Background: an optimization exercise with open tools, aiming at small area. Do not read the settings as production practice.
In this exercise RTL edits were held to simulation tests only and were not proved equivalent to the original.

## 06-16
==> flow/design.v (excerpt) <==
module top
#(
    parameter NB_LEDS        = 4           ,
    parameter NB_SW          = 4           ,
    parameter NB_COUNTER     = 2           ,   
    parameter NB_REG         = 9           ,   
    parameter SEED_I         = 9'b110101010,   
    parameter SEED_Q         = 9'b111111110,   
    parameter NB_OUTPUT      = 12          ,   
    parameter NB_BITS_REG    = 1024        ,   
    parameter NB_COUNT       = 9           ,
    parameter NB_ADDR_REG    = 10          ,
    parameter NB_ERRORS      = 64          ,
    parameter NB_FINE        = 4               
)
(
    output [NB_LEDS - 1  : 0] o_led,
    output [NB_OUTPUT   - 1 : 0] o_tx_i      ,   
    output [NB_OUTPUT   - 1 : 0] o_tx_q      ,   
    output [NB_OUTPUT   - 1 : 0] o_rx_i      ,   
    output [NB_OUTPUT   - 1 : 0] o_rx_q      ,   
    output [NB_ERRORS   - 1 : 0] o_errors_i  ,   
    output [NB_ERRORS   - 1 : 0] o_errors_q  ,   
    output [NB_ADDR_REG - 1 : 0] o_min_addr_i,   
    output [NB_ADDR_REG - 1 : 0] o_min_addr_q,   
    output [NB_COUNT    - 1 : 0] o_min_sum_i ,   
    output [NB_COUNT    - 1 : 0] o_min_sum_q ,   
    output                       o_lock_i    ,   
    output                       o_lock_q    ,   
    input  [NB_SW   - 1  : 0] i_sw ,
    input                     i_rst,
    input                     clk
);
==> module ber_counter, before the edit <==
module ber_counter
#(
    parameter NB_BITS_REG = 1024,
    parameter NB_COUNT    = 9   ,
    parameter NB_ADDR_REG = 10  ,
    parameter NB_ERRORS   = 64  ,
    parameter NB_FINE     = 4                           
)
(
    output                       o_led     ,
    output     [NB_ERRORS   - 1 : 0] o_errors  ,
    output     [NB_ADDR_REG - 1 : 0] o_min_addr,
    output     [NB_COUNT    - 1 : 0] o_min_sum ,
    input                        i_data_sign,             
    input                        i_prbs_bit ,             
    input  [1 : 0]               i_cnt      ,             
    input                        i_ev       ,             
    input                        i_shift    ,             
    input                        i_hold     ,             
    input                        i_stop     ,             
    input                        i_wend     ,             
    input  [NB_ADDR_REG - 1 : 0] i_addr     ,             
    input                        i_rst      ,             
    input                        clk
);
    localparam N_FINE = 1 << NB_FINE;
    localparam N_TAP  = NB_BITS_REG >> NB_FINE;
    localparam NB_TAP = NB_ADDR_REG - NB_FINE;
    reg  [NB_BITS_REG - 1 : 0] hist    ;
    reg  [N_FINE      - 2 : 0] fine_s  ;                  
    reg  [N_FINE      - 2 : 0] fine_m  ;                  
    reg  [NB_COUNT    - 1 : 0] sum_reg ;
    reg  [NB_COUNT    - 1 : 0] min_sum ;
    reg  [NB_ADDR_REG - 1 : 0] min_addr;
    reg  [NB_ERRORS   - 1 : 0] errors  ;
    wire [N_TAP - 1 : 0] taps;
    genvar g;
    generate
        for (g = 0; g < N_TAP; g = g + 1) begin : g_tap
            assign taps[g] = hist[g << NB_FINE];
        end
    endgenerate
    wire [NB_TAP - 1 : 0] tap_sel = i_cnt[0] ? i_addr  [NB_ADDR_REG - 1 -: NB_TAP]
                                             : min_addr[NB_ADDR_REG - 1 -: NB_TAP];
    wire                  tap_s   = taps[tap_sel];
    reg                   tap_m;
    always @(posedge clk)
        tap_m <= tap_s;
    wire [N_FINE - 1 : 0] line_s = {fine_s, tap_s};
    wire [N_FINE - 1 : 0] line_m = {fine_m, tap_m};
    wire                  bit_s  = line_s[i_addr  [NB_FINE - 1 : 0]];
    wire                  bit_m  = (&min_addr) ? fine_s[N_FINE - 2]
                                               : line_m[min_addr[NB_FINE - 1 : 0]];
    wire search = i_ev & ~i_stop;
    wire upd    = search & i_wend & ((i_addr == {NB_ADDR_REG{1'b0}}) | (sum_reg < min_sum));
    reg prbs_bit_d;
    always @(posedge clk)
        prbs_bit_d <= i_prbs_bit;
    always @(posedge clk)
        hist <= ({NB_BITS_REG{i_shift}} & {hist[NB_BITS_REG - 2 : 0], prbs_bit_d}) |
                ({NB_BITS_REG{i_hold }} &  hist);
    always @(posedge clk) begin
        if (i_ev) begin
            fine_s <= {fine_s[N_FINE - 3 : 0], tap_s};
            fine_m <= {fine_m[N_FINE - 3 : 0], tap_m};
        end
    end
    always @(posedge clk) begin
        if (i_rst) begin
            sum_reg  <= {NB_COUNT{1'b0}};
            min_sum  <= {NB_COUNT{1'b0}};
            min_addr <= {NB_ADDR_REG{1'b0}};
        end
        else begin
            if (search) begin
                if (i_wend)
                    sum_reg <= {NB_COUNT{1'b0}};
                else
                    sum_reg <= sum_reg + (bit_s ^ i_data_sign);
            end
            if (upd) begin
                min_sum  <= sum_reg;
                min_addr <= i_addr;
            end
        end
    end
    localparam NB_GRP = 8;
    localparam N_GRP  = NB_ERRORS / NB_GRP;
    reg  [N_GRP - 1 : 1] err_low1;
    wire [N_GRP - 1 : 0] grp_en = {err_low1, 1'b1};
    wire                 err_inc = i_ev & i_stop & (bit_m ^ i_data_sign);
    wire [NB_ERRORS : 0] err_carry;
    genvar e, f;
    generate
        for (e = 0; e < N_GRP; e = e + 1) begin : g_grp
            assign err_carry[NB_GRP * e] = err_inc & grp_en[e];
            for (f = NB_GRP * e; f < NB_GRP * e + NB_GRP; f = f + 1) begin : g_bit
                if (f < NB_GRP * e + NB_GRP - 1)
                    assign err_carry[f + 1] = err_carry[f] & errors[f];
                always @(posedge clk)
                    errors[f] <= ~i_rst & (errors[f] ^ err_carry[f]);
            end
            if (e > 0) begin : g_low
                always @(posedge clk)
                    err_low1[e] <= &errors[NB_GRP * e - 1 : 0];
            end
        end
    endgenerate
    assign o_led      = (min_sum == {NB_COUNT{1'b0}});
    assign o_errors   = errors  ;
    assign o_min_addr = min_addr;
    assign o_min_sum  = min_sum ;
endmodule
==> flow/config.mk <==
export PLATFORM = sky130hd
export DESIGN_NAME = top
export DESIGN_NICKNAME = top
export VERILOG_FILES = /design/flow/design.v
export SDC_FILE = /design/flow/constraint.sdc
export NUM_CORES = 4
export LEC_CHECK = 0
export CAP_MARGIN = 20
export CORE_MARGIN = 2
export CORE_UTILIZATION = 75
export CTS_BUF_LIST = sky130_fd_sc_hd__clkbuf_16
export CTS_CLUSTER_DIAMETER = 60
export CTS_CLUSTER_SIZE = 30
export PLACE_DENSITY = 0.85
export SLEW_MARGIN = 20
==> flow/constraint.sdc <==
create_clock -name core_clock -period 9.0 [get_ports {clk}]
set_input_delay 1.8000 -clock core_clock [delete_from_list [all_inputs] [get_ports {clk}]]
set_output_delay 1.8000 -clock core_clock [all_outputs]
set_load 0.01 [all_outputs]
standard.sh (not shown) runs the stock make flow with config.mk's settings and CLKGATE_MAP_FILE= SYNTH_SCRIPT=/design/flow/synth_recipe.tcl, a recipe that flattens the netlist after the stock synthesis.
==> flow/flow/run.sh <==
#!/bin/bash
# The standard layout (standard synthesis unchanged), with two changes:
# - the port buffers are the smallest buffer cell (buf_1) instead of the one
#   buffer_ports picks by default;
# - CTS inserts no dummy loads.
# make's output goes to flow_make.log; each ORFS step writes its own log
# under orfs/logs/.
set -o pipefail
bash standard.sh \
  "BUFFER_PORTS_ARGS=-buffer_cell sky130_fd_sc_hd__buf_1" \
  "CTS_ARGS=-sink_clustering_enable -repair_clock_nets -sink_clustering_size 30 -sink_clustering_max_diameter 60 -buf_list sky130_fd_sc_hd__clkbuf_16 -dont_use_dummy_load" \
  finish > flow_make.log 2>&1
06-16 closes out successfully: all stages finished, all timing, DRC and antenna checks passed.
Input changes introduced in 08-27 (baseline for comparison: 06-16):
==> flow/design.v, changed modules only <==
module ber_counter
#(
    parameter NB_BITS_REG = 1024,
    parameter NB_COUNT    = 9   ,
    parameter NB_ADDR_REG = 10  ,
    parameter NB_ERRORS   = 64  ,
    parameter NB_FINE     = 4                           
)
(
    output                       o_led     ,
    output     [NB_ERRORS   - 1 : 0] o_errors  ,
    output     [NB_ADDR_REG - 1 : 0] o_min_addr,
    output     [NB_COUNT    - 1 : 0] o_min_sum ,
    input                        i_data_sign,             
    input                        i_prbs_bit ,             
    input  [1 : 0]               i_cnt      ,             
    input                        i_ev       ,             
    input                        i_shift    ,             
    input                        i_hold     ,             
    input                        i_stop     ,             
    input                        i_wend     ,             
    input  [NB_ADDR_REG - 1 : 0] i_addr     ,             
    input                        i_rst      ,             
    input                        clk
);
    localparam N_FINE = 1 << NB_FINE;
    localparam N_TAP  = NB_BITS_REG >> NB_FINE;
    localparam NB_TAP = NB_ADDR_REG - NB_FINE;
    reg  [NB_BITS_REG - 1 : 0] hist    ;
    reg  [N_FINE      - 2 : 0] fine_s  ;                  
    reg  [N_FINE      - 2 : 0] fine_m  ;                  
    reg  [NB_COUNT    - 1 : 0] sum_reg ;
    reg  [NB_COUNT    - 1 : 0] min_sum ;
    reg  [NB_ADDR_REG - 1 : 0] min_addr;
    reg  [NB_ERRORS   - 1 : 0] errors  ;
    wire [N_TAP - 1 : 0] taps;
    genvar g;
    generate
        for (g = 0; g < N_TAP; g = g + 1) begin : g_tap
            assign taps[g] = hist[g << NB_FINE];
        end
    endgenerate
    wire [NB_TAP - 1 : 0] tap_sel = i_cnt[0] ? i_addr  [NB_ADDR_REG - 1 -: NB_TAP]
                                             : min_addr[NB_ADDR_REG - 1 -: NB_TAP];
    wire                  tap_s   = taps[tap_sel];
    reg                   tap_m;
    always @(posedge clk)
        tap_m <= tap_s;
    wire [N_FINE - 1 : 0] line_s = {fine_s, tap_s};
    wire [N_FINE - 1 : 0] line_m = {fine_m, tap_m};
    wire                  bit_s  = line_s[i_addr  [NB_FINE - 1 : 0]];
    wire                  bit_m  = (&min_addr) ? fine_s[N_FINE - 2]
                                               : line_m[min_addr[NB_FINE - 1 : 0]];
    wire search = i_ev & ~i_stop;
    wire upd    = search & i_wend & ((i_addr == {NB_ADDR_REG{1'b0}}) | (sum_reg < min_sum));
    reg prbs_bit_d;
    always @(posedge clk)
        prbs_bit_d <= i_prbs_bit;
    always @(posedge clk)
        hist <= ({NB_BITS_REG{i_shift}} & {hist[NB_BITS_REG - 2 : 0], prbs_bit_d}) |
                ({NB_BITS_REG{i_hold }} &  hist);
    always @(posedge clk) begin
        if (i_ev) begin
            fine_s <= {fine_s[N_FINE - 3 : 0], tap_s};
            fine_m <= {fine_m[N_FINE - 3 : 0], tap_m};
        end
    end
    always @(posedge clk) begin
        if (i_rst) begin
            sum_reg  <= {NB_COUNT{1'b0}};
            min_sum  <= {NB_COUNT{1'b0}};
            min_addr <= {NB_ADDR_REG{1'b0}};
            errors   <= {NB_ERRORS{1'b0}};
        end
        else begin
            if (search) begin
                if (i_wend)
                    sum_reg <= {NB_COUNT{1'b0}};
                else
                    sum_reg <= sum_reg + (bit_s ^ i_data_sign);
            end
            if (upd) begin
                min_sum  <= sum_reg;
                min_addr <= i_addr;
            end
            if (i_ev & i_stop)
                errors <= errors + (bit_m ^ i_data_sign);
        end
    end
    assign o_led      = (min_sum == {NB_COUNT{1'b0}});
    assign o_errors   = errors  ;
    assign o_min_addr = min_addr;
    assign o_min_sum  = min_sum ;
endmodule
==> results.txt <==
Diff 06-16 -> 08-27: via count up about 1.9%; area added between synthesis and finish down 0.38 points; average size of a mapped cell down 0.29 um2; number of sequential cells down 14. Delta (08-27 minus 06-16): share of final-layout standard cells stronger than drive strength 1 decreased 0.25 points; total of fill cells in the finished design increased 98. Post-synthesis cell count (lower): 06-16.

[re-timing with driven ports]
How much do the figures lean on ideal ports? The routed layouts below were timed once more, with nothing changed but the port constraints. Step 1 sets driving cells, clkbuf_16 on the clock port and buf_2 on the other inputs (assumed; they add their load-dependent delay and slew). Step 2 moves the port delays by t, midway between the first and last clock arrival at a register: inputs arrive t later, outputs are due t later. That takes back most of the time a late clock gives input paths. Three values: ideal, step 1, step 2; two values: the first two.
run	t, ns	setup slack, ns	worst setup path after step 2
06-16	0.782	1.554 / 1.481 / 2.263	register to output
08-27	0.746	1.525 / 1.480 / 1.525	register to register
After both steps setup and hold are still met in every run listed.
